Context: an optimization exercise on an open-source flow, tuned for small area, a short achievable clock period and few clock cycles. The choices shown serve that exercise and are no tape-out recipe.
In this exercise RTL edits were held to simulation tests only and were not proved equivalent to the original.
Power is estimated from default activity; no workload was simulated.

==> flow/design.v <==
package opcodes;
parameter TYPE_R = 7'b0110011;
parameter IMM_ARITH = 7'b0010011;
parameter ADDI  = 7'b0010011;
parameter SRLI  = 7'b0010011;
parameter SRAI  = 7'b0010011;
parameter SLLI  = 7'b0010011;
parameter SLTI  = 7'b0010011;
parameter JALR  = 7'b1100111;
parameter JAL   = 7'b1101111;
parameter SD    = 7'b0100011;
parameter LD    = 7'b0000011;
parameter LW    = 7'b0000011;
parameter LBU   = 7'b0000011;
parameter LH    = 7'b0000011;
parameter NOP   = 7'b0010011;
parameter BREAK = 7'b1110011;
parameter TYPE_S = 7'b0100011;
parameter TYPE_SB = 7'b1100011;
parameter TYPE_U = 7'b0110111;
parameter TYPE_UJ = 7'b1101111;
parameter F3_JALR = 3'b000;
parameter F3_BEQ  = 3'b000;
parameter F3_BNE  = 3'b001;
parameter F3_BGE  = 3'b101;
parameter F3_BLT  = 3'b100;
parameter F3_LD   = 3'b011;
parameter F3_LW   = 3'b010;
parameter F3_LH   = 3'b001;
parameter F3_LBU  = 3'b100;
parameter F3_SD   = 3'b111;
parameter F3_SW   = 3'b010;
parameter F3_SH   = 3'b001;
parameter F3_SB   = 3'b000;
parameter F3_ADDI = 3'b000;
parameter F3_SLTI = 3'b010;
parameter F3_SLLI = 3'b001;
parameter F3_SRLI = 3'b101;
parameter F3_SRAI = 3'b101;
parameter F3_ADD  = 3'b000;
parameter F3_SUB  = 3'b000;
parameter F3_SLL  = 3'b001;
parameter F3_SLT  = 3'b010;
parameter F3_AND  = 3'b111;
parameter F6_SLLI = 6'b000000;
parameter F6_SRLI = 6'b000000;
parameter F6_SRAI = 6'b010000;
parameter F7_ADD  = 7'b0000000;
parameter F7_SUB  = 7'b0100000;
parameter F7_SLL  = 7'b0000000;
parameter F7_SLT  = 7'b0000000;
parameter F7_AND  = 7'b0000000;
endpackage
package operations;
localparam int SUM = 0, SHIFT_LEFT = 1, SUB = 2, LOAD = 3, XOR = 4, SHIFT_RIGHT = 5, NOT = 6, AND = 7, SHIFT_LEFT_A = 8, SHIFT_RIGHT_A = 9, LESS = 10;
localparam int _ALB_REG_B = 0, _ALB_CONST4 = 1, _ALB_IMM = 2, _ALB_IMM2 = 3;
localparam int _ALA_PC = 0, _ALA_REG_A = 1, _ALA_ZERO = 2;
localparam int _PC_ALU_OUT = 0, _PC_ALU_REG = 1, _PC_EXCEPT = 2;
localparam int _CAUSE_OPCODE = 0, _CAUSE_OVERFLOW = 1;
localparam int _FW_ALU_OUT = 0, _FW_MEM_OUT = 1, _FW_PC_4 = 2;
localparam int SPL_LD = 0, SPL_LW = 1, SPL_LH = 2, SPL_LBU = 3;
localparam int SPL_SD = 0, SPL_SW = 1, SPL_SH = 2, SPL_SB = 3;
endpackage
import operations::*;
module alu #(
    parameter SIZE = 64
)(
    input wire [3:0] funct,
    input logic signed [SIZE-1:0] a,
    input logic signed [SIZE-1:0] b,
    output logic signed [SIZE-1:0] result,
    output logic overflow,
    output logic negative,
    output logic zero,
    output logic equal,
    output logic greater,
    output logic less
);
logic signed [SIZE-1:0] res;
logic signed [SIZE-1:0] res_add;
logic signed [SIZE-1:0] res_sub;
assign res_add = a + b;
assign res_sub = a - b;
assign result = res;
assign equal   = a == b;   
assign greater = a >= b;   
assign less    = a < b;    
assign zero = (result == 0);   
assign negative = result[SIZE-1];  
assign overflow = funct == 4'b000 ? ((a[SIZE-1] == b[SIZE-1]) & res_add[SIZE-1] != a[SIZE-1]) : ((a[SIZE-1] != b[SIZE-1]) & res_sub[SIZE-1] != a[SIZE-1]);
always_comb begin
    case (funct)
        operations::SUM:  
            res = res_add;
        operations::SUB:  
            res = res_sub;
        operations::SHIFT_LEFT:  
            res = a << b;
        operations::SHIFT_RIGHT:  
            res = a >> b;
        operations::SHIFT_LEFT_A:  
            res = a <<< b;
        operations::SHIFT_RIGHT_A:  
            res = a >>> b;
        operations::LOAD:  
            res = a;
        operations::AND:  
            res = a & b;
        operations::XOR:  
            res = a ^ b;
        operations::NOT:  
            res = ~a;
        operations::LESS:  
            res = a < b;
        default:
	        res = '0;
	endcase
end
endmodule
module instr_reg(
    input logic write_ir,
    input logic [31:0] instruction,
    output logic [31:0] instr_all,
    output logic [4:0]  instr_24_20,  
    output logic [4:0]  instr_19_15,  
    output logic [4:0]  instr_11_7,   
    output logic [6:0]  opcode,       
    input logic clk,
    input logic reset
);
assign instr_24_20 = instr_all[24:20];
assign instr_19_15 = instr_all[19:15];
assign instr_11_7  = instr_all[11:7];
assign opcode      = instr_all[6:0];
always_ff @(posedge clk, posedge reset) begin
    if (reset) begin
        instr_all <= 0;
    end
    else if (write_ir) begin
        instr_all <= instruction;
    end
end
endmodule
import operations::*;
module load_splicer (
    input logic [1:0] control,
    input logic [63:0] i_num,
    output logic [63:0] o_extended
);
always_comb begin
    case (control)
        operations::SPL_LD:
            o_extended = i_num;
        operations::SPL_LW:  
            o_extended = {i_num[63] == 1 ? 32'b1 : 32'b0, i_num[31:0]};
        operations::SPL_LH:
            o_extended = {i_num[63] == 1 ? 48'b1 : 48'b0, i_num[15:0]};
        operations::SPL_LBU:
            o_extended = {56'b0, i_num[7:0]};
    endcase
end
endmodule
module mux_2to1_64 (
    input wire i_select,
    input wire [63:0] i_0,
    input wire [63:0] i_1,
    output logic [63:0] o_select
);
enum {A, B} states;
always_comb begin
    case (i_select)
        A: o_select = i_0;
        B: o_select = i_1;
        default: o_select = 64'd0;
    endcase
end
endmodule
module mux_4to1_64 (
    input wire [1:0] i_select,
    input wire [63:0] i_0,
    input wire [63:0] i_1,
    input wire [63:0] i_2,
    input wire [63:0] i_3,
    output logic [63:0] o_select
);
enum {A, B, C, D} states;
always_comb begin
    case (i_select)
        A: o_select = i_0;
        B: o_select = i_1;
        C: o_select = i_2;
        D: o_select = i_3;
        default: o_select = 64'd0;
    endcase
end
endmodule
module reg_ld #(
    parameter SIZE = 64
)(
    input logic load,
    input  logic [SIZE-1:0] w_data,
    output logic [SIZE-1:0] r_data,
    input logic clk,
    input logic reset
);
always_ff @(posedge clk, posedge reset) begin
    if (reset) begin
        r_data <= 0;
    end
    else if (load) begin
        r_data <= w_data;
    end
end
endmodule
module regfile_64(
    input logic reg_write,
    input wire [4:0] r_reg1,  
    input wire [4:0] r_reg2,  
    input wire [4:0] w_reg,   
    input wire [63:0]  w_data,
    output wire [63:0] r_data1,
    output wire [63:0] r_data2,
    input logic clk,
    input logic reset
);
reg [63:0] registers [31:0];
assign r_data1 = registers[r_reg1];
assign r_data2 = registers[r_reg2];
always_ff @(posedge clk or posedge reset) begin
    if (reset) begin
        for (int i = 0; i < 32; i = i + 1)
            registers[i] <= 64'd0;
    end
    else if (reg_write && w_reg != 0)
        registers[w_reg] <= w_data;
end
endmodule
import opcodes::*;
module sign_extend #(
    parameter IN_WIDTH=32
)(
    input logic [IN_WIDTH-1:0] i_num,
    output logic [63:0] o_extended
);
logic [6:0] opcode;
logic [2:0] funct3;
assign funct3 = i_num[14:12];
assign opcode = i_num[6:0];
always_comb begin
    o_extended = 64'd0;
    case (opcode)
        opcodes::IMM_ARITH: begin
            if (i_num[14:12] == opcodes::F3_SRAI || i_num[14:12] == opcodes::F3_SLLI)
                o_extended = $signed(i_num[25:20]);
            else
                o_extended = $signed(i_num[31:20]);
        end
        opcodes::JALR, opcodes::TYPE_SB: begin
            case (funct3)
                opcodes::F3_JALR:
                    o_extended = $signed(i_num[31:20]);  
                opcodes::F3_BEQ, opcodes::F3_BNE, opcodes::F3_BGE, opcodes::F3_BLT:
                    o_extended = $signed({i_num[31], i_num[7], i_num[30:25], i_num[11:8]} << 2);
            endcase
        end
        opcodes::LD:
            if (i_num[14:12] == opcodes::F3_LBU)
                o_extended = {52'b0, i_num[31:20]};
            else
                o_extended = $signed(i_num[31:20]);
        opcodes::TYPE_S:
            o_extended = $signed({i_num[31:25], i_num[11:7]});
        opcodes::TYPE_U:
            o_extended = $signed({i_num[31:12], 12'd0});
        opcodes::TYPE_UJ:
            o_extended = $signed({i_num[31], i_num[19:12], i_num[20], i_num[30:21]} << 1);  
    endcase
end
endmodule
import operations::*;
module store_splicer (
    input logic [1:0] control,
    input logic [63:0] i_num,
    output logic [63:0] o_extended
);
always_comb begin
    case (control)
        operations::SPL_SD:
            o_extended = i_num;
        operations::SPL_SW:
            o_extended = {32'd0, i_num[31:0]};
        operations::SPL_SH:
            o_extended = {48'd0, i_num[15:0]};
        operations::SPL_SB:
            o_extended = i_num[7:0];
    endcase
end
endmodule
import opcodes::*;
import operations::*;
module processing(
    input logic PCWrite,
    input logic PCWriteCond,
    input logic PCWriteState,
    input logic [1:0] PCSource,
    input logic DataMemSrc,
    input logic IntCause,
    input logic EPCWrite,
    input logic CauseWrite,
    input logic [1:0] ALUSrcA,
    input logic [1:0] ALUSrcB,
    input logic [3:0] ALUOp,
    input logic LoadAOut,
    input logic RegWrite,
    input logic LoadRegA,
    input logic LoadRegB,
    input logic [1:0] MemToReg,
    input logic DMemOp,
    input logic LoadMDR,
    input logic [1:0] LoadSplice,
    input logic [1:0] StoreSplice,
    input logic IMemRead,
    input logic IRWrite,
    output logic [31:0] instruction_out,
    output logic alu_zero,
    output logic alu_equal,
    output logic alu_greater,
    output logic alu_less,
    output logic [15:0] imem_addr,
    input  logic [31:0] imem_rdata,
    output logic [15:0] dmem_addr,
    output logic [63:0] dmem_wdata,
    output logic dmem_we,
    input  logic [63:0] dmem_rdata,
    input logic clk,
    input logic reset
);
wire [63:0] rd_regfile_1;
wire [63:0] rd_regfile_2;
wire [63:0] rd_reg_a;
wire [63:0] rd_reg_b;
wire [31:0] rd_instr_all;
wire [4:0] rd_instr_24_20;
wire [4:0] rd_instr_19_15;
wire [4:0] rd_instr_11_7;
wire [6:0] opcode;
wire [63:0] alu_res;
wire [63:0] mux_alu_a;
wire [63:0] mux_alu_b;
wire [63:0] mux_mem_src_out;
wire [63:0] reg_alu_out;
wire [31:0] pc_data;
wire [63:0] mux_pc_out;
wire [31:0] mem_rd_instr;
wire [63:0] mem_rd_data;
wire [63:0] reg_mem_rd_data;
wire [63:0] ext_mem_rd_data;
wire [63:0] ext_mem_w_data;
wire [63:0] instr_extended;
wire [63:0] mux_reg_file_data;
wire [63:0] mux_cause_out;
assign instruction_out = rd_instr_all;
reg_ld #(.SIZE(32)) program_counter (
    .load(PCWriteState),
    .w_data(mux_pc_out[31:0]),
    .r_data(pc_data),
    .clk(clk),
    .reset(reset)
);
assign imem_addr = mux_mem_src_out[15:0];
assign mem_rd_instr = imem_rdata;
instr_reg instr_reg (
    .write_ir(IRWrite),
    .instruction(mem_rd_instr),
    .instr_all(rd_instr_all),
    .instr_24_20(rd_instr_24_20),
    .instr_19_15(rd_instr_19_15),
    .instr_11_7(rd_instr_11_7),
    .opcode(opcode),
    .clk(clk),
    .reset(reset)
);
regfile_64 reg_file (
    .reg_write(RegWrite),
    .r_reg1(rd_instr_19_15),
    .r_reg2(rd_instr_24_20),
    .w_reg(rd_instr_11_7),
    .r_data1(rd_regfile_1),
    .r_data2(rd_regfile_2),
    .w_data(mux_reg_file_data),
    .clk(clk),
    .reset(reset)
);
reg_ld reg_ALU_a (
    .load(LoadRegA),
    .w_data(rd_regfile_1),
    .r_data(rd_reg_a),
    .clk(clk),
    .reset(reset)
);
reg_ld reg_ALU_b (
    .load(LoadRegB),
    .w_data(rd_regfile_2),
    .r_data(rd_reg_b),
    .clk(clk),
    .reset(reset)
);
mux_4to1_64 mux_ALU_A (
    .i_select(ALUSrcA),
    .i_0({32'd0, pc_data}),
    .i_1(rd_reg_a),
    .i_2(64'd0),
    .i_3(64'd0),
    .o_select(mux_alu_a)
);
mux_4to1_64 mux_ALU_B (
    .i_select(ALUSrcB),
    .i_0(rd_reg_b),
    .i_1(64'd4),
    .i_2(instr_extended),
    .i_3(instr_extended <<< 2),
    .o_select(mux_alu_b)
);
alu alu (
    .funct(ALUOp),
    .a(mux_alu_a),
    .b(mux_alu_b),
    .result(alu_res),
    .zero(alu_zero),
    .equal(alu_equal),
    .greater(alu_greater),
    .less(alu_less)
);
reg_ld alu_out (
    .load(LoadAOut),
    .w_data(alu_res),
    .r_data(reg_alu_out),
    .clk(clk),
    .reset(reset)
);
mux_4to1_64 mux_PC (
    .i_select(PCSource),
    .i_0(alu_res),
    .i_1(reg_alu_out),
    .i_2({32'd0, mem_rd_instr}),
    .i_3(64'd0),
    .o_select(mux_pc_out)
);
sign_extend sign_extend (
    .i_num(rd_instr_all),
    .o_extended(instr_extended)
);
store_splicer store_splicer (
    .control(StoreSplice),
    .i_num(rd_reg_b),
    .o_extended(ext_mem_w_data)
);
assign dmem_addr = reg_alu_out[15:0];
assign dmem_wdata = ext_mem_w_data;
assign dmem_we = DMemOp;
assign mem_rd_data = dmem_rdata;
reg_ld reg_mem_data (
    .load(LoadMDR),
    .w_data(mem_rd_data),
    .r_data(reg_mem_rd_data),
    .clk(clk),
    .reset(reset)
);
mux_2to1_64 mux_mem_src (
    .i_select(DataMemSrc),
    .i_0(pc_data),
    .i_1(mux_cause_out + 254),  
    .o_select(mux_mem_src_out)
);
mux_2to1_64 mux_cause (
    .i_select(IntCause),
    .i_0(64'd0),
    .i_1(64'd1),
    .o_select(mux_cause_out)
);
reg_ld reg_epc (
    .load(EPCWrite),
    .w_data({32'd0, pc_data - 4}),
    .clk(clk),
    .reset(reset)
);
reg_ld reg_cause (
    .load(CauseWrite),
    .w_data(mux_cause_out),
    .clk(clk),
    .reset(reset)
);
load_splicer load_splicer (
    .control(LoadSplice),
    .i_num(reg_mem_rd_data),
    .o_extended(ext_mem_rd_data)
);
mux_4to1_64 mux_reg_file (
    .i_select(MemToReg),
    .i_0(reg_alu_out),
    .i_1(ext_mem_rd_data),
    .i_2({32'd0, pc_data}),
    .o_select(mux_reg_file_data)
);
endmodule
import opcodes::*;
import operations::*;
module control_top(
    output logic [15:0] imem_addr,
    input  logic [31:0] imem_rdata,
    output logic [15:0] dmem_addr,
    output logic [63:0] dmem_wdata,
    output logic dmem_we,
    input  logic [63:0] dmem_rdata,
    output logic halted,
    input logic clk,
    input logic reset
);
logic PCWrite;
logic [1:0] PCSource;
logic PCWriteCond;
logic PCStateOut;
logic PCWriteState;
logic DataMemSrc;
logic IntCause;
logic EPCWrite;
logic CauseWrite;
logic [1:0] ALUSrcA;
logic [1:0] ALUSrcB;
logic [3:0] ALUOp;
logic LoadAOut;
logic RegWrite;
logic LoadRegA;
logic LoadRegB;
logic [1:0] MemToReg;
logic DMemOp;
logic LoadMDR;
logic [1:0] LoadSplice;
logic [1:0] StoreSplice;
logic IMemRead;
logic IRWrite;
logic [31:0] instruction;
logic alu_zero;
logic alu_equal;
logic alu_greater;
logic alu_less;
processing processor (
    .PCWrite(PCWrite),
    .PCSource(PCSource),
    .PCWriteState(PCWriteState),
    .PCWriteCond(PCWriteCond),
    .DataMemSrc(DataMemSrc),
    .IntCause(IntCause),
    .CauseWrite(CauseWrite),
    .EPCWrite(EPCWrite),
    .ALUSrcA(ALUSrcA),
    .ALUSrcB(ALUSrcB),
    .ALUOp(ALUOp),
    .LoadAOut(LoadAOut),
    .RegWrite(RegWrite),
    .LoadRegA(LoadRegA),
    .LoadRegB(LoadRegB),
    .MemToReg(MemToReg),
    .DMemOp(DMemOp),
    .LoadMDR(LoadMDR),
    .LoadSplice(LoadSplice),
    .StoreSplice(StoreSplice),
    .IMemRead(IMemRead),
    .IRWrite(IRWrite),
    .instruction_out(instruction),
    .alu_zero(alu_zero),
    .alu_equal(alu_equal),
    .alu_greater(alu_greater),
    .alu_less(alu_less),
    .imem_addr(imem_addr),
    .imem_rdata(imem_rdata),
    .dmem_addr(dmem_addr),
    .dmem_wdata(dmem_wdata),
    .dmem_we(dmem_we),
    .dmem_rdata(dmem_rdata),
    .clk(clk),
    .reset(reset)
);
logic [6:0] funct7;
logic [5:0] funct6;
logic [2:0] funct3;
logic [6:0] opcode;
logic branch_cond;
assign funct7 = instruction[31:25];
assign funct6 = instruction[31:24];
assign funct3 = instruction[14:12];
assign opcode = instruction[6:0];
assign branch_cond = funct3 == opcodes::F3_BEQ ?  alu_equal   :
                     funct3 == opcodes::F3_BNE ? ~alu_equal   :
                     funct3 == opcodes::F3_BGE ?  alu_greater :
                     funct3 == opcodes::F3_BLT ?  alu_less    : 0;
assign PCWriteState = (PCWrite || (branch_cond && PCWriteCond));
enum {
    START,
    INSTR_FETCH,
    INSTR_DECODE,
    MEM_ADDRESS_COMP,
    EXEC_IMM_ARITH,
    EXECUTION_TYPE_R,
    EXECUTION_TYPE_U,
    ARITH_COMPL,
    BRANCH_COMPL,
    MEM_ACC_LD,
    WAIT_READ_DATA_MEM,
    WAIT_READ_INSTR_MEM,
    MEM_ACC_SD,
    WRITE_BACK,
    JUMP_COMPL_JAL,
    JUMP_COMPL_JALR,
    JUMP_EXEC,
    TREAT_BREAK,
    END,
    EXCEPT_OPCODE,
    WAIT_READ_EXCEPT
} state, next_state;
always_ff @(posedge clk, posedge reset) begin
    if (reset)
        state <= START;
    else
        state <= next_state;
end
assign halted = (state == END);
always_comb begin
    PCWrite     = 0;
    PCSource    = '0;
    PCWriteCond = 0;
    PCStateOut  = 0;
    ALUSrcA     = '0;
    ALUSrcB     = '0;
    ALUOp       = operations::SUM;
    LoadAOut    = 0;
    RegWrite    = 0;
    LoadRegA    = 0;
    LoadRegB    = 0;
    MemToReg    = '0;
    DMemOp      = 0;
    LoadMDR     = 0;
    IMemRead    = 0;
    IRWrite     = 0;
    LoadSplice  = 0;
    StoreSplice = 0;
    DataMemSrc  = 0;
    IntCause    = 0;
    EPCWrite    = 0;
    CauseWrite  = 0;
    next_state  = state;
    case (state)
        START: begin
            next_state = INSTR_FETCH;
        end
        INSTR_FETCH: begin
            IMemRead = 1;
            IRWrite  = 1;
            PCWrite  = 1;
            PCSource = operations::_PC_ALU_OUT;
            ALUSrcA  = operations::_ALA_PC;
            ALUSrcB  = operations::_ALB_CONST4;
            ALUOp    = operations::SUM;
            next_state = INSTR_DECODE;
        end
        INSTR_DECODE: begin
            LoadRegA = 1;
            LoadRegB = 1;
            LoadAOut = 1;
            ALUSrcA  = operations::_ALA_PC;
            ALUSrcB  = operations::_ALB_IMM;  
            ALUOp    = operations::SUM;
            case (opcode)
                opcodes::LD, opcodes::TYPE_S: next_state = MEM_ADDRESS_COMP;
                opcodes::IMM_ARITH: next_state = EXEC_IMM_ARITH;
                opcodes::TYPE_R: next_state = EXECUTION_TYPE_R;
                opcodes::TYPE_U: next_state = EXECUTION_TYPE_U;
                opcodes::TYPE_SB, opcodes::JALR: next_state = BRANCH_COMPL;
                opcodes::TYPE_UJ: next_state = JUMP_EXEC;
                opcodes::BREAK: next_state = TREAT_BREAK;
                default: next_state = EXCEPT_OPCODE;
            endcase
        end
        TREAT_BREAK: begin
            if ({instruction[31:21], instruction[19:7]} == 'b0 && instruction[20] == 1)
                next_state = END;
        end
        MEM_ADDRESS_COMP: begin
            ALUSrcA  = operations::_ALA_REG_A;
            ALUSrcB  = operations::_ALB_IMM;
            ALUOp    = operations::SUM;
            LoadAOut = 1;
            case (opcode)
                opcodes::LD: next_state = MEM_ACC_LD;
                opcodes::TYPE_S: next_state = MEM_ACC_SD;
            endcase  
        end
        EXECUTION_TYPE_R: begin
            LoadAOut = 1;
            ALUSrcA  = operations::_ALA_REG_A;
            ALUSrcB  = operations::_ALB_REG_B;
            case (funct3)
                opcodes::F3_ADD: ALUOp = funct7[6:4] == 3'b000 ? operations::SUM : operations::SUB;
                opcodes::F3_SLT: ALUOp = operations::LESS;
                opcodes::F3_AND: ALUOp = operations::AND;
            endcase
            next_state = ARITH_COMPL;
        end
        EXEC_IMM_ARITH: begin
            LoadAOut = 1;
            ALUSrcA  = operations::_ALA_REG_A;
            ALUSrcB  = operations::_ALB_IMM;
            case (funct3)
                opcodes::F3_ADDI: ALUOp = operations::SUM;
                opcodes::F3_SRLI: ALUOp = funct6 == opcodes::F6_SRAI ? operations::SHIFT_RIGHT_A : operations::SHIFT_RIGHT;
                opcodes::F3_SLLI: ALUOp = operations::SHIFT_LEFT;
                opcodes::F3_SLTI: ALUOp = operations::LESS;
            endcase
            next_state = ARITH_COMPL;
        end
        EXECUTION_TYPE_U: begin
            LoadAOut = 1;
            ALUSrcA = operations::_ALA_ZERO;
            ALUSrcB = operations::_ALB_IMM;
            ALUOp = operations::SUM;
            next_state = ARITH_COMPL;
        end
        BRANCH_COMPL: begin
            case (funct3)
                opcodes::F3_BNE, opcodes::F3_BGE, opcodes::F3_BLT: begin
                    PCWriteCond = 1;
                    PCSource = operations::_PC_ALU_REG;
                    ALUSrcA  = operations::_ALA_REG_A;
                    ALUSrcB  = operations::_ALB_REG_B;
                    next_state = WAIT_READ_INSTR_MEM;
                end
                opcodes::F3_JALR, opcodes::F3_BEQ: begin
                    if (opcode == opcodes::JALR)
                        next_state = JUMP_EXEC;
                    else begin
                        PCWriteCond = 1;
                        PCSource = operations::_PC_ALU_REG;
                        ALUSrcA  = operations::_ALA_REG_A;
                        ALUSrcB  = operations::_ALB_REG_B;
                        next_state = WAIT_READ_INSTR_MEM;
                    end
                end
            endcase
        end
        JUMP_EXEC: begin
            RegWrite = 1;
            MemToReg = operations::_FW_PC_4;
            case (opcode)
                opcodes::JALR: next_state = JUMP_COMPL_JALR;
                opcodes::JAL: next_state = JUMP_COMPL_JAL;
            endcase
        end
        JUMP_COMPL_JAL: begin
            PCWrite = 1;
            PCSource = operations::_PC_ALU_REG;
            next_state = WAIT_READ_INSTR_MEM;
        end
        JUMP_COMPL_JALR: begin
            PCWrite = 1;
            PCSource = operations::_PC_ALU_OUT;
            ALUSrcA  = operations::_ALA_REG_A;
            ALUSrcB  = operations::_ALB_IMM;
            next_state = WAIT_READ_INSTR_MEM;
        end
        MEM_ACC_LD: begin
            DMemOp  = 0;
            next_state = WAIT_READ_DATA_MEM;
        end
        WAIT_READ_DATA_MEM: begin
            LoadMDR = 1;
            next_state = WRITE_BACK;
        end
        WAIT_READ_INSTR_MEM: begin
            next_state = INSTR_FETCH;
        end
        MEM_ACC_SD: begin
            DMemOp = 1;
             case (funct3)
                opcodes::F3_SD: StoreSplice = operations::SPL_SD;
                opcodes::F3_SW: StoreSplice = operations::SPL_SW;
                opcodes::F3_SH: StoreSplice = operations::SPL_SH;
                opcodes::F3_SB: StoreSplice = operations::SPL_SB;
            endcase
            next_state = INSTR_FETCH;
        end
        WRITE_BACK: begin
            RegWrite = 1;
            MemToReg = 2'b01;
            case (funct3)
                opcodes::F3_LD : LoadSplice = operations::SPL_LD;
                opcodes::F3_LW : LoadSplice = operations::SPL_LW;
                opcodes::F3_LH : LoadSplice = operations::SPL_LH;
                opcodes::F3_LBU: LoadSplice = operations::SPL_LBU;
            endcase
            next_state = INSTR_FETCH;
        end
        ARITH_COMPL: begin
            RegWrite = 1;
            MemToReg = operations::_FW_ALU_OUT;
            next_state = INSTR_FETCH;
        end
        EXCEPT_OPCODE: begin
            IntCause = 0;
            CauseWrite = 1;
            EPCWrite = 1;
            DataMemSrc = 1;
            DMemOp = 0;
            next_state = WAIT_READ_EXCEPT;
        end
        WAIT_READ_EXCEPT: begin
            PCSource = 2'b10;
            PCWrite = 1;
            next_state = WAIT_READ_INSTR_MEM;
        end
        END: begin
        end
        default: begin
            next_state = INSTR_FETCH;
        end
    endcase
end
endmodule
==> flow/run.sh <==
#!/bin/bash
# synth_recipe.tcl (not shown) runs the flow's synth.tcl, then flattens the netlist and writes it again
# the make line also repeats each setting of config.mk as NAME=value (left out here)
make -C /OpenROAD-flow-scripts/flow DESIGN_CONFIG=/design/flow/config.mk WORK_HOME=/design/flow/orfs CLKGATE_MAP_FILE= SYNTH_SCRIPT=/design/flow/synth_recipe.tcl finish
==> flow/config.mk <==
export PLATFORM = sky130hd
export DESIGN_NAME = control_top
export DESIGN_NICKNAME = control_top
export VERILOG_FILES = /design/flow/design.v
export SDC_FILE = /design/flow/constraint.sdc
export NUM_CORES = 8
export LEC_CHECK = 0
export CAP_MARGIN = 20
export CORE_MARGIN = 2
export CORE_UTILIZATION = 30
export SLEW_MARGIN = 20
==> flow/constraint.sdc <==
create_clock -name core_clock -period 10.0 [get_ports {clk}]
set_input_delay 2.0000 -clock core_clock [delete_from_list [all_inputs] [get_ports {clk}]]
set_output_delay 2.0000 -clock core_clock [all_outputs]
set_load 0.01 [all_outputs]
==> flow_summary.toml <==
[critical_path]
max_stage_delay_ns = 0.86
crit_chain = "nand2_1 > o311ai_4 > buf_4 > o311a_1 > a211o_4 > inv_4 > fa_1 > nor2b_1 > o21ai_0 > nand4b_1 > and3_1 > o211ai_1 > buf_4 > a211oi_1 > o21ai_1 > a22o_1 > a21o_1 > a211oi_4 > buf_4 > nor3_1 > a221o_1"
rrSetupSlack_ns = 1.38
cp_max_fo = 65
path_buf_inv = 4
worstReg2RegStart = "state[1]$_DFFE_PP0P_"
reg2reg_depth = 21
cp.depth = 21
crit_required_ns = 10.89
cp_common_cell = "buf_4"
path_delay_family = "compound AO/OA/AOI/OAI gates"
endpoint_kind = "flip-flop"
critPathLaunch = "state[1]$_DFFE_PP0P_"
reg2reg_to = "processor.program_counter.r_data[27]$_DFFE_PP0P_"
cp-start-kind = "flip-flop"
critPathCapture = "processor.program_counter.r_data[27]$_DFFE_PP0P_"
path_class = "flip-flop to flip-flop"
critPathArrivalTime_ns = 9.51
crit_path_top_delay_cell = "dfrtp_1"

[pwr]
powerDensity_nw_per_um2 = 333
power_leakage_nw = 61.1
total_power_mw = 48.5
vdd_drop_max_uv = 503

[grt]
antenna_found_initial = 81
grt_pass1_vias = 124000
grt-ovfl-total = 0
grt_usage = 0.349
grt_pass1_wl_um = 1070000
grt_max_degree = 157

[cells_and_area]
multi_input_area_um2 = 63900
seq_area_um2 = 59400
fin_util = 0.342
drive_gt1_frac = 0.0898
layout.nets = 14200
fillers = 43900
syn_to_final_growth_pct = 13.3
final-instance-count-excl-fill = 19900

[yosys]
synth_nets = 14800
ys.flop_type = "dfrtp_1"
synth_edf_count = 0
synth.avg_cell_area_um2 = 8.82
yosysSeqAreaShare = 0.461
async_reset_ff_frac = 1.00
synth_top_area_cell = "dfrtp_1"
syn_inst = 14600
synth_seq_cells = 2373
synth_area_leaders = "dfrtp_1 46%, o21ai_0 5.7%, a21oi_1 5.7%"
ys_warn_count = 77
syn-cell-area_um2 = 129000
netlist.area_leader.share = 0.461
synth_cell_type_count = 112

[drt]
first_pass_iters = 9
drc = 0
vias = 137000
drt_iter0_markers = 26200
antenna_left = 0
vias_per_cell = 6.88
wl_per_cell_um = 39.7
routed_wl_um = 791000

[clock_network]
cts_buffers = 244
clock_latency_ns = 1.03
clk_path_buf_depth = 4
ctsResizeCount = 0
cts_tree = "done"
htree_levels = 4
postCtsSetupBuffers = 0
root_buffer = "clkbuf_16"
clk_pin_slew_ns = 0.07
cts_sinks = 2373
cts_hold_buf = 0

[die]
io_pins = 196
design.die.area_um2 = 435000
core.rowCount = 240
die_x_um = 659
start_util = 0.301
die_height_um = 659
coreArea_um2 = 427000

[sta]
slew_headroom = 0.0622
worst_pin_slew_ns = 1.40
rsz0062_at_grt = "false"
hold_viol = 0
period_minus_slack_ns = 8.62
slew_violations = 0
finClkSkew_ns = 0.0804
timing.final.crit_share = 0.862
finalSetupViolCount = 0
fin_tns_setup_ns = 0
fmax_mhz = 116

[place]
place_hpwl_um = 486000
dp_cells = 19400
port-buffer-count = 195
gp_congestion = 1.05

[worst_hold_path]
hold_path_class = "flip-flop to flip-flop"

[status]
status = "complete, no violations"

[job]
drv_cap = 0
## sequential cells by signal (all words and copies together), names as in the netlist
signal / count
processor.reg_file.registers: 2048
processor.alu_out.r_data: 64
processor.reg_ALU_a.r_data: 64
processor.reg_ALU_b.r_data: 64
processor.reg_mem_data.r_data: 64
processor.instr_reg.instr_all: 32
processor.program_counter.r_data: 32
state: 5
## synth_stat cells, types with 49 or more instances
cell / count
a21oi_1: 1458
o22ai_1: 89
nor3_1: 138
a22o_1: 709
nand4_1: 300
a22oi_1: 677
dfrtp_1: 2373
and3_1: 49
nand3_1: 234
buf_2: 102
nor2_1: 1375
nand2_1: 1606
and2_1: 52
clkbuf_1: 1294
a221oi_1: 700
o21ai_0: 1473
nand2b_1: 52
o221ai_1: 71
mux2i_1: 146
o211ai_1: 72
a21o_1: 59
buf_1: 103
a31oi_1: 71
mux2_2: 98
ha_1: 128
a211oi_1: 106
inv_1: 152
o32ai_1: 100
nor2b_1: 83
## power by group
group / switching [mW] / internal (mW)
sequential: 3.06 / 11.8
clock: 4.38 / 5.62
combinational: 17.6 / 6.08
total: 25.0 / 23.5
## worst reg2reg max path: cells and delay by family (launching register included)
family          cells  cell delay (ns)
flops               1             0.86
compound gates     11             3.68
simple gates        5             2.16
buf+inv             4             1.37
fa+ha+maj           1             0.48
## per-layer routing
metal	global-route usage	wire [µm]
met4	0.253	71700
met1	0.429	285000
met2	0.486	316000
met3	0.146	118000
met5	0.00521	362
## cell families (layout without fill, tap and decap cells)
family / after synthesis / count (layout) / share of synthesized area
adders and majority gates: 130 / 130 / 0.0127
xor gates and xnor gates: 27 / 27 / 0.00184
DFF: 2373 / 2373 / 0.461
muxes: 246 / 246 / 0.0203
buffers and inverters: 1712 / 1276 / 0.0527
other: 0 / 72 / 0
AOI/OAI and AO/OA: 6029 / 6029 / 0.313
and+or+nand+nor: 4078 / 4078 / 0.138
## stage by stage
step	setup WS, ns	hold WS (ns)	area, µm²
6_report	1.38	0.405	146000
3_5_place_dp	1.69	0.388	137000
4_1_cts	1.67	0.403	146000
5_1_grt	1.26	0.415	146000
2_1_floorplan	-24.98	0.445	129000
3_3_place_gp	1.69	0.383	137000
## layout make-up
cell class              instances  share of cell area
multi-input cells           10500               0.438
flip-flops and latches       2373               0.407
clock buffers                 345              0.0489
well taps                    5687              0.0488
repair buffers                675              0.0429
clock inverters                97             0.00916
inverters                     159             0.00416
diodes                         72             0.00123
## how the worst min path moves through the flow
stage                                                    startpoint                                               to  slack, ns  depth (start not counted)
floorplan            processor.reg_file.registers[0][3]$_DFFE_PP0P_   processor.reg_file.registers[0][3]$_DFFE_PP0P_       0.45                          1
global placement    processor.reg_file.registers[0][43]$_DFFE_PP0P_  processor.reg_file.registers[0][43]$_DFFE_PP0P_       0.38                          0
detailed placement  processor.reg_file.registers[0][42]$_DFFE_PP0P_  processor.reg_file.registers[0][42]$_DFFE_PP0P_       0.39                          0
CTS                 processor.reg_file.registers[0][42]$_DFFE_PP0P_  processor.reg_file.registers[0][42]$_DFFE_PP0P_       0.40                          0
global route         processor.reg_file.registers[0][1]$_DFFE_PP0P_   processor.reg_file.registers[0][1]$_DFFE_PP0P_       0.42                          0
finish              processor.reg_file.registers[0][42]$_DFFE_PP0P_  processor.reg_file.registers[0][42]$_DFFE_PP0P_       0.40                          0
## placed cells by master, fill, tap and decap left out, drive strengths merged, types with 74 or more instances in the layout
| master | synthesis | final |
|---|---|---|
| dfrtp | 2373 | 2373 |
| nand2 | 1608 | 1608 |
| o21ai | 1494 | 1494 |
| a21oi | 1466 | 1466 |
| nor2 | 1376 | 1376 |
| a22o | 712 | 712 |
| a221oi | 703 | 703 |
| a22oi | 680 | 680 |
| buf | 257 | 480 |
| clkbuf | 1296 | 345 |
| nand4 | 300 | 300 |
| nand3 | 235 | 235 |
| clkdlybuf4s50 | 0 | 195 |
| inv | 158 | 165 |
| mux2i | 146 | 146 |
| nor3 | 142 | 142 |
| ha | 128 | 128 |
| a211oi | 111 | 111 |
| o32ai | 101 | 101 |
| mux2 | 98 | 98 |
| o22ai | 89 | 89 |
| nor2b | 83 | 83 |
| o211ai | 74 | 74 |
Testbench counts, summed over its fixed seeds: cycles 121,803.

-- port drivers added, routing unchanged --
The results above use ideal ports. As a check the final layout listed here was re-extracted and re-timed, cells and wires unchanged. Step 1: set_driving_cell puts a clkbuf_16 on clk and a buf_2 on each other input, an assumption about the parent block. Step 2, shift: input delay + t, output delay - t, t = (earliest + latest rising clock arrival at the registers) / 2. This alone moves slack from input paths to output paths. Three values: no drivers, after step 1, after step 2; two values: the first two.
t, ns: 1.099
slack for setup (ns): 1.376 / 1.376 / 1.376
hold slack, ns: 0.405 / 0.405 / 0.405
clock arrival spread, ns: 0.084 / 0.084
After both steps this run still meets setup and hold. The setup slack of this run moves by 0.000 ns with the drivers and by 0.000 ns with both steps.
